What follows belongs to an exercise in optimizing a design on an open flow for a short achievable clock period and few clock cycles; a production flow would make more cautious choices.
Function was checked by simulation only, so behaviour that the tests miss may differ from the original.

### flow/run.sh
#!/bin/bash
# synth_recipe.tcl (not shown) runs the flow's synth.tcl, then flattens the netlist and writes it again
# the make line also repeats each setting of config.mk as NAME=value (left out here)
make -C /OpenROAD-flow-scripts/flow DESIGN_CONFIG=/design/flow/config.mk WORK_HOME=/design/flow/orfs CLKGATE_MAP_FILE= SYNTH_SCRIPT=/design/flow/synth_recipe.tcl finish
### flow/config.mk
export PLATFORM = sky130hd
export DESIGN_NAME = ad100_cpu
export DESIGN_NICKNAME = ad100_cpu
export VERILOG_FILES = /design/flow/design.v
export SDC_FILE = /design/flow/constraint.sdc
export NUM_CORES = 4
export LEC_CHECK = 0
export CAP_MARGIN = 20
export CORE_MARGIN = 2
export CORE_UTILIZATION = 40
export SLEW_MARGIN = 20
### flow/constraint.sdc
create_clock -name core_clock -period 20.0 [get_ports {clk}]
set_input_delay 4.0000 -clock core_clock [delete_from_list [all_inputs] [get_ports {clk}]]
set_output_delay 4.0000 -clock core_clock [all_outputs]
set_load 0.01 [all_outputs]
### flow/design.v
module alu
(
  input [4:0] opcode1,  
  input [2:0] opcode2,  
  input       opcode3,  
  input [31:0] operand1,
  input [31:0] operand2,
  output reg [31:0] result
);
always @*
  casez (opcode1)
    5'b01101:    result = operand1;
    5'b00101:  result = operand1 + operand2;
    5'b11011:    result = operand1 + operand2;
    5'b11001:   result = operand1 + operand2;
    5'b0?000:    result = operand1 + operand2;
    5'b11000: result = operand1 + operand2;
    5'b0?100:
      case (opcode2)
        3'b000:  result = (opcode3 == 1'b0 || opcode1 == 5'b00100) ? (operand1 + operand2) : (operand1 - operand2);
        3'b010:  result = ($signed(operand1) < $signed(operand2));
        3'b011: result = (operand1 < operand2);
        3'b100:  result = (operand1 ^ operand2);
        3'b110:   result = (operand1 | operand2);
        3'b111:  result = (operand1 & operand2);
        3'b001:   result = (operand1 << operand2[4:0]);
        3'b101:   if (opcode3 == 1'b0)
                  result = operand1 >> operand2[4:0];
               else
                  result = $signed(operand1) >>> operand2[4:0];
      endcase
    default: result = 32'bx;
  endcase
endmodule
module program_counter
(
  input clk,
  input rst,
  input  [29:0] jump_dest,
  input         jump,
  output [29:0] pc
);
reg [29:0] counter;
always @(posedge clk)
  if (rst)
    counter <= {28'hFF00000, 2'b00};  
  else if (jump)
    counter <= jump_dest;
  else
    counter <= counter + 1;
assign pc = counter;
endmodule
module register_file
(
  input clk,
  input [4:0] read_select_1,
  output reg [31:0] read_1,
  input [4:0] read_select_2,
  output reg [31:0] read_2,
  input [4:0] write_select,  
  input [31:0] write
);
reg [31:0] registers [31:1];
always @(posedge clk)
  if (write_select != 0)
    registers[write_select] <= write;
always @*
  if (read_select_1 == 0)
    read_1 = 0;
  else
    read_1 = registers[read_select_1];
always @*
  if (read_select_2 == 0)
    read_2 = 0;
  else
    read_2 = registers[read_select_2];
endmodule
module ad100_cpu
(
  input clk,
  input rst,  
  output     [29:0] addr_1,  
  input      [31:0] read_1,
  output     [29:0] addr_2,  
  input      [31:0] read_2,
  output reg [31:0] write_2,
  output reg        write_enable_1, write_enable_2, write_enable_3, write_enable_4
);
wire [29:0] program_counter;
assign addr_1 = program_counter;
wire [31:0] alu_result;
assign addr_2 = alu_result[31:2];
wire [31:0] instruction = read_1;
wire [4:0] opcode1 = instruction[6:2];
wire [2:0] opcode2 = instruction[14:12];
wire       opcode3 = instruction[30];
wire [4:0] dest_reg  = instruction[11:7];
wire [4:0] src_reg_1 = instruction[19:15];
wire [4:0] src_reg_2 = instruction[24:20];
wire [19:0] immed1 = instruction[31:12];  
wire [11:0] immed2 = instruction[31:20];  
wire [11:0] immed3 = {instruction[31:25], instruction[11:7]};  
wire [18:0] jal_immed = {immed1[19], immed1[7:0], immed1[8], immed1[18:10]};
wire [10:0] b_immed = {instruction[31], instruction[7], instruction[30:25], instruction[11:9]};
wire [31:0] reg1;  
wire [31:0] reg2;  
reg jump;
always @*
  case (opcode1)
    5'b11011: jump = 1;  
    5'b11001: jump = 1;  
    5'b11000:  
      case (opcode2)
        3'b000:    jump = (reg1 == reg2);
        3'b001:    jump = (reg1 != reg2);
        3'b100:    jump = ($signed(reg1) <  $signed(reg2));
        3'b101:    jump = ($signed(reg1) >= $signed(reg2));
        3'b110:   jump = (reg1 <  reg2);
        3'b111:   jump = (reg1 >= reg2);
        default: jump = 0;
      endcase
    default: jump = 0;
  endcase
function [29:0] drop_bottom_2_bits(input [31:0] val32);
  drop_bottom_2_bits = val32[31:2];
endfunction
reg [29:0] jump_dest;
always @*
  case (opcode1)
    5'b11011:  
      jump_dest = program_counter + {{11{jal_immed[18]}}, jal_immed};
    5'b11001:  
      jump_dest = drop_bottom_2_bits(reg1 + {{20{immed2[11]}}, immed2});
    5'b11000:  
      jump_dest = program_counter + {{19{b_immed[10]}}, b_immed};
    default:
      jump_dest = 0;
  endcase
always @* begin
  write_enable_1 = 0;
  write_enable_2 = 0;
  write_enable_3 = 0;
  write_enable_4 = 0;
  write_2 = reg2;
  if (opcode1 == 5'b01000)  
    case (opcode2)
      3'b000:  
        case (alu_result[1:0])
          2'b00: write_enable_1 = 1;
          2'b01: write_enable_2 = 1;
          2'b10: write_enable_3 = 1;
          2'b11: write_enable_4 = 1;
        endcase
      3'b001:  
        case (alu_result[1])
          1'b0: begin write_enable_1 = 1; write_enable_2 = 1; end
          1'b1: begin write_enable_3 = 1; write_enable_4 = 1; end
        endcase
      3'b010: begin  
        write_enable_1 = 1;
        write_enable_2 = 1;
        write_enable_3 = 1;
        write_enable_4 = 1;
      end
    endcase
end
reg [4:0] write_reg;
always @*
  case (opcode1)
    5'b01101: write_reg = dest_reg;  
    5'b00101: write_reg = dest_reg;  
    5'b11011: write_reg = dest_reg;  
    5'b11001: write_reg = dest_reg;  
    5'b00000: write_reg = dest_reg;  
    5'b00100: write_reg = dest_reg;  
    5'b01100: write_reg = dest_reg;  
    default:  write_reg = 0;
  endcase
reg [31:0] write_reg_val;
always @*
  case (opcode1)
    5'b00000:  
      case (opcode2)
        3'b000:
          case (alu_result[1:0])
            2'b00: write_reg_val = {{24{read_2[7]}},  read_2[7:0]};
            2'b01: write_reg_val = {{24{read_2[15]}}, read_2[15:8]};
            2'b10: write_reg_val = {{24{read_2[23]}}, read_2[23:16]};
            2'b11: write_reg_val = {{24{read_2[31]}}, read_2[31:24]};
          endcase
        3'b001:
          case (alu_result[1])
            1'b0: write_reg_val = {{16{read_2[15]}}, read_2[15:0]};
            1'b1: write_reg_val = {{16{read_2[31]}}, read_2[31:16]};
          endcase
        3'b100:
          case (alu_result[1:0])
            2'b00: write_reg_val = {24'b0, read_2[7:0]};
            2'b01: write_reg_val = {24'b0, read_2[15:8]};
            2'b10: write_reg_val = {24'b0, read_2[23:16]};
            2'b11: write_reg_val = {24'b0, read_2[31:24]};
          endcase
        3'b101:
          case (alu_result[1])
            1'b0: write_reg_val = {16'b0, read_2[15:0]};
            1'b1: write_reg_val = {16'b0, read_2[31:16]};
          endcase
        3'b010:     write_reg_val = read_2;  
        default: write_reg_val = 0;
      endcase
    default: write_reg_val = alu_result;
  endcase
reg [31:0] operand1;
reg [31:0] operand2;
always @* begin
  operand1 = 0;
  operand2 = 0;
  case (opcode1)
    5'b01101:  
      operand1 = {immed1, 12'b0};
    5'b00101: begin  
      operand1 = {immed1, 12'b0};
      operand2 = {program_counter, 2'b00};
    end
    5'b11011: begin  
      operand1 = 4;
      operand2 = {program_counter, 2'b00};
    end
    5'b11001: begin  
      operand1 = 4;
      operand2 = {program_counter, 2'b00};
    end
    5'b00000: begin  
      operand1 = reg1;
      operand2 = {{20{immed2[11]}}, immed2};
    end
    5'b01000: begin  
      operand1 = reg1;
      operand2 = {{20{immed3[11]}}, immed3};
    end
    5'b00100: begin  
      operand1 = reg1;
      operand2 = {{20{immed2[11]}}, immed2};
    end
    5'b01100: begin  
      operand1 = reg1;
      operand2 = reg2;
    end
  endcase
end
register_file regfile(
  .clk(clk),
  .read_select_1(src_reg_1),
  .read_1(reg1),
  .read_select_2(src_reg_2),
  .read_2(reg2),
  .write_select(write_reg),
  .write(write_reg_val));
program_counter prog_cnt(
  .clk(clk),
  .rst(rst),
  .jump_dest(jump_dest),
  .jump(jump),
  .pc(program_counter));
alu alu(
  .opcode1(opcode1),
  .opcode2(opcode2),
  .opcode3(opcode3),
  .operand1(operand1),
  .operand2(operand2),
  .result(alu_result));
endmodule
==> flow_summary_export.csv <==
group,metric,value,unit
yosys,synth-main-ff-cell,"edfxtp_1",
clock_tree,clock_tree.root_cell,"clkbuf_16",
drt,postRouteWirelength,275000,um
drt,dr.first_iter.drc_count,7356,
yosys,mappedNetlistArea,63900,sq um
die,chipHeight,404,um
cells_and_area,layout_commonest_cell,"edfxtp_1",
clock_tree,clk_transition_reported_paths,0.06,ns
critical_path,worst_ep_arrival_time,12.84,ns
power_and_ir_drop,vdd_drop_max,0.0000925,V
power_and_ir_drop,power_density_over_cell_area,76.3,nW/um^2
clock_tree,clock_sink_count,1022,
clock_tree,hold_fix_buffer_count_after_cts,0,
global_route,grt_max_degree,93,
sta,worst_slew_pin_slew,1.31,ns
sta,unrepaired_setup_endpoints_after_global_routing,"no",
sta,tns,0,ns
global_route,grt_pass1_vias,48700,
yosys,yosysSeqAreaShare,47.6,%
die,core,159000,sq um
clock_tree,clk_path_buf_depth,3,
clock_tree,cts_tree,"yes",
cells_and_area,finalNetCount,5630,
critical_path,worstPathMaxFanout,75,
outcome,status,"no timing/DRC/antenna violations",
yosys,synth.net_count,5558,
global_route,globalRoute.totalOverflow,0,
power_and_ir_drop,fin_total_pwr,5.48,mW
clock_tree,cts_bufs_inserted,108,
sta,clock_skew,0.0978,ns
yosys,synth_enable_flop_cells,992,
die,die_w,404,um
sta,maxClockFrequency,59.4,MHz
yosys,netlist-cell-type-count,114,
drt,wire_per_inst,36.5,um
power_and_ir_drop,power.leakage,25.7,nW
yosys,avgSynthCellArea,12.1,sq um
clock_tree,htree_num_levels,3,
yosys,synth-seq-cells,1022,
critical_path,setup.worst_path.end_class,"output port",
placement,buffer_ports.inserted,159,
drt,detail_route.drc_violations,0,
cells_and_area,mostFrequentLayoutCells,"edfxtp_1 (992), mux2i_1 (531), a21oi_1 (377)",
drt,routed_via_density,6.82,
sta,slew-limit-headroom,12.5,%
yosys,post_synth_arst_share,0,%
critical_path,critical_path.startpoint_type,"input pin",
die,count_of_pins_on_the_block_boundary,162,
drt,drtPass1Iterations,7,
placement,place.gp.congestion,1.02,
clock_tree,clk-insertion-delay-late,0.76,ns
die,die-area,163000,sq um
sta,final_setup_violation_count,0,
cells_and_area,fin_util,45.3,%
placement,detailed_place_hpwl,182000,um
clock_tree,post_cts.resized_instances,0,
sta,final.min_clock_period,16.84,ns
drt,via_count,51400,
sta,slew_violations,0,
sta,timing.final.hold_violations,0,
cells_and_area,filler_cell_count,14400,
global_route,number_of_antenna_violations_at_the_first_check_in_global_routing,9,
critical_path,cp.required,16.00,ns
die,start_util,40.3,%
sta,final_critical_path_setup_slack,3.16,ns
cells_and_area,areaGrowthSynthToFinish,12.4,%
global_route,global_routing_usage_summed_across_all_routing_layers,32.9,%
flow_run,cap_viol_max_count,0,
drt,detail-route-antenna-nets,0,
cells_and_area,drive_above_1_share,15.7,%
min_path,min_path_type,"reg2reg",
yosys,synthesis.yosys.warnings,4,
critical_path,path_class,"in2out",
die,placement_rows,146,
placement,detailedPlace.worstSlack,3.60,ns
global_route,global_route_wire_length_before_repair,378000,um
yosys,synthCells,5300,
clock_tree,number_of_setup_buffers_added_after_cts,0,
sta,final_period_util,84.2,%
report_power, final:
part,switching (mW),total [mW],internal [mW]
combinational,0.675,1.02,0.345
sequential,0.0121,2.38,2.37
clock,0.884,2.08,1.20
total,1.57,5.48,3.91
Yosys cell counts, drive strengths merged, types with 37 or more instances:
library cell / instances / share of area [%]
a21o: 49 / 0.58
mux2: 60 / 1.1
mux2i: 534 / 8.4
o211ai: 49 / 0.58
nor2: 284 / 1.7
a31oi: 37 / 0.38
nor3: 60 / 0.50
o221ai: 89 / 1.2
edfxtp: 992 / 47
o21ai: 246 / 2.0
nand2: 276 / 1.6
xnor2: 88 / 1.2
buf: 181 / 1.9
o21a: 39 / 0.46
clkbuf: 218 / 1.3
o22ai: 116 / 1.1
and2: 39 / 0.38
nor2b: 44 / 0.43
a21oi: 382 / 3.0
nand3: 89 / 0.73
a22oi: 97 / 1.2
inv: 154 / 0.90
ha: 189 / 3.7
xor2: 47 / 0.64
a211oi: 122 / 1.4
a221oi: 39 / 0.55
mux4: 261 / 9.2
sequential cells by signal (all words and copies together) (netlist names):
signal / cells
regfile.registers: 992
prog_cnt.counter: 30
per-stage QoR:
step / area (sq um) / hold slack, ns / cells
after floorplan: 63900 / 0.617 / 5300
after global placement: 68100 / 0.642 / 7334
after detailed placement: 68100 / 0.657 / 7334
after CTS: 71800 / 0.675 / 7539
after global routing: 71800 / 0.712 / 7539
final: 71800 / 0.666 / 7541
worst paths after layout:
check	slack, ns	to	cells past startpoint	startpoint
min	0.67	prog_cnt.counter[29]$_SDFF_PP1_	2	prog_cnt.counter[29]$_SDFF_PP1_
min reg2reg	0.67	prog_cnt.counter[29]$_SDFF_PP1_	2	prog_cnt.counter[29]$_SDFF_PP1_
max	3.16	addr_2[26]	23	read_1[20]
max reg2reg	11.53	regfile.registers[9][19]$_DFFE_PP_	21	regfile.registers[21][4]$_DFFE_PP_
cells by family after synthesis:
group | after synthesis | share of synthesized area (%)
multiplexers | 855 | 18.7
flip-flops | 1022 | 47.6
buffers and inverters | 555 | 4.11
adder cells (fa/ha/maj) | 192 | 3.80
AO/OA/AOI/OAI | 1559 | 16.6
AND/OR/NAND/NOR | 982 | 7.38
XOR/XNOR | 135 | 1.85
layout make-up:
class	instances	area (sq um)	area share, %
flip-flops and latches	1022	30400	42.3
repair buffers	361	3140	4.37
well taps	2072	2590	3.61
multi-input cells	3723	31400	43.7
diodes	2	5.00	0.00697
clock buffers	133	2800	3.90
inverters	156	586	0.816
clock inverters	72	875	1.22
per-layer routing:
layer	track usage [%]	vias to the layer above	wire length, um
met5	0	-	27
li1	-	21300	-
met4	19.7	4	19300
met2	49.6	3437	120000
met1	43.0	25900	105000
met3	7.67	799	30900
worst max-delay path, cell delays in order:
cell             delay [ns]
buf_8                  0.62
buf_4                  0.59
mux4_2                 0.58
a22oi_1                0.26
o211ai_1               0.14
buf_4                  0.21
a221oi_4               0.23
buf_4                  0.26
buf_4                  0.51
ha_1                   0.37
inv_1                  0.11
a21oi_1                0.43
o21ai_0                0.21
and4b_1                0.30
o2111a_1               0.31
o31ai_1                0.37
o21ai_0                0.25
a221oi_1               0.58
nor2b_1                0.23
xor2_1                 0.22
a21oi_1                0.10
o31ai_1                0.99
clkdlybuf4s50_1        0.72
Testbench counts, summed over its fixed seeds: cycles 83,414.

[port drivers added, routing unchanged]
How much do the figures lean on ideal ports? The routed layout below was timed once more, with nothing changed but the port constraints. Step 1, drivers: a clkbuf_16 drives clk and a buf_2 each remaining input, both assumed. Step 2 times the ports against the registers' clock, not the clock port: input delays grow and output delays shrink by t, the midpoint of the rising clock arrivals with the driver on. a / b / c = ideal / step 1 / step 2; a / b = the first two.
t (ns): 0.791
slack for setup (ns): 3.163 / 3.075 / 3.075
hold WS [ns]: 0.666 / 0.666 / 0.666
clock arrival spread, ns: 0.098 / 0.098
After both steps setup and hold are still met in this run. The setup slack of this run moves by -0.088 ns with the drivers and by -0.088 ns with both steps.
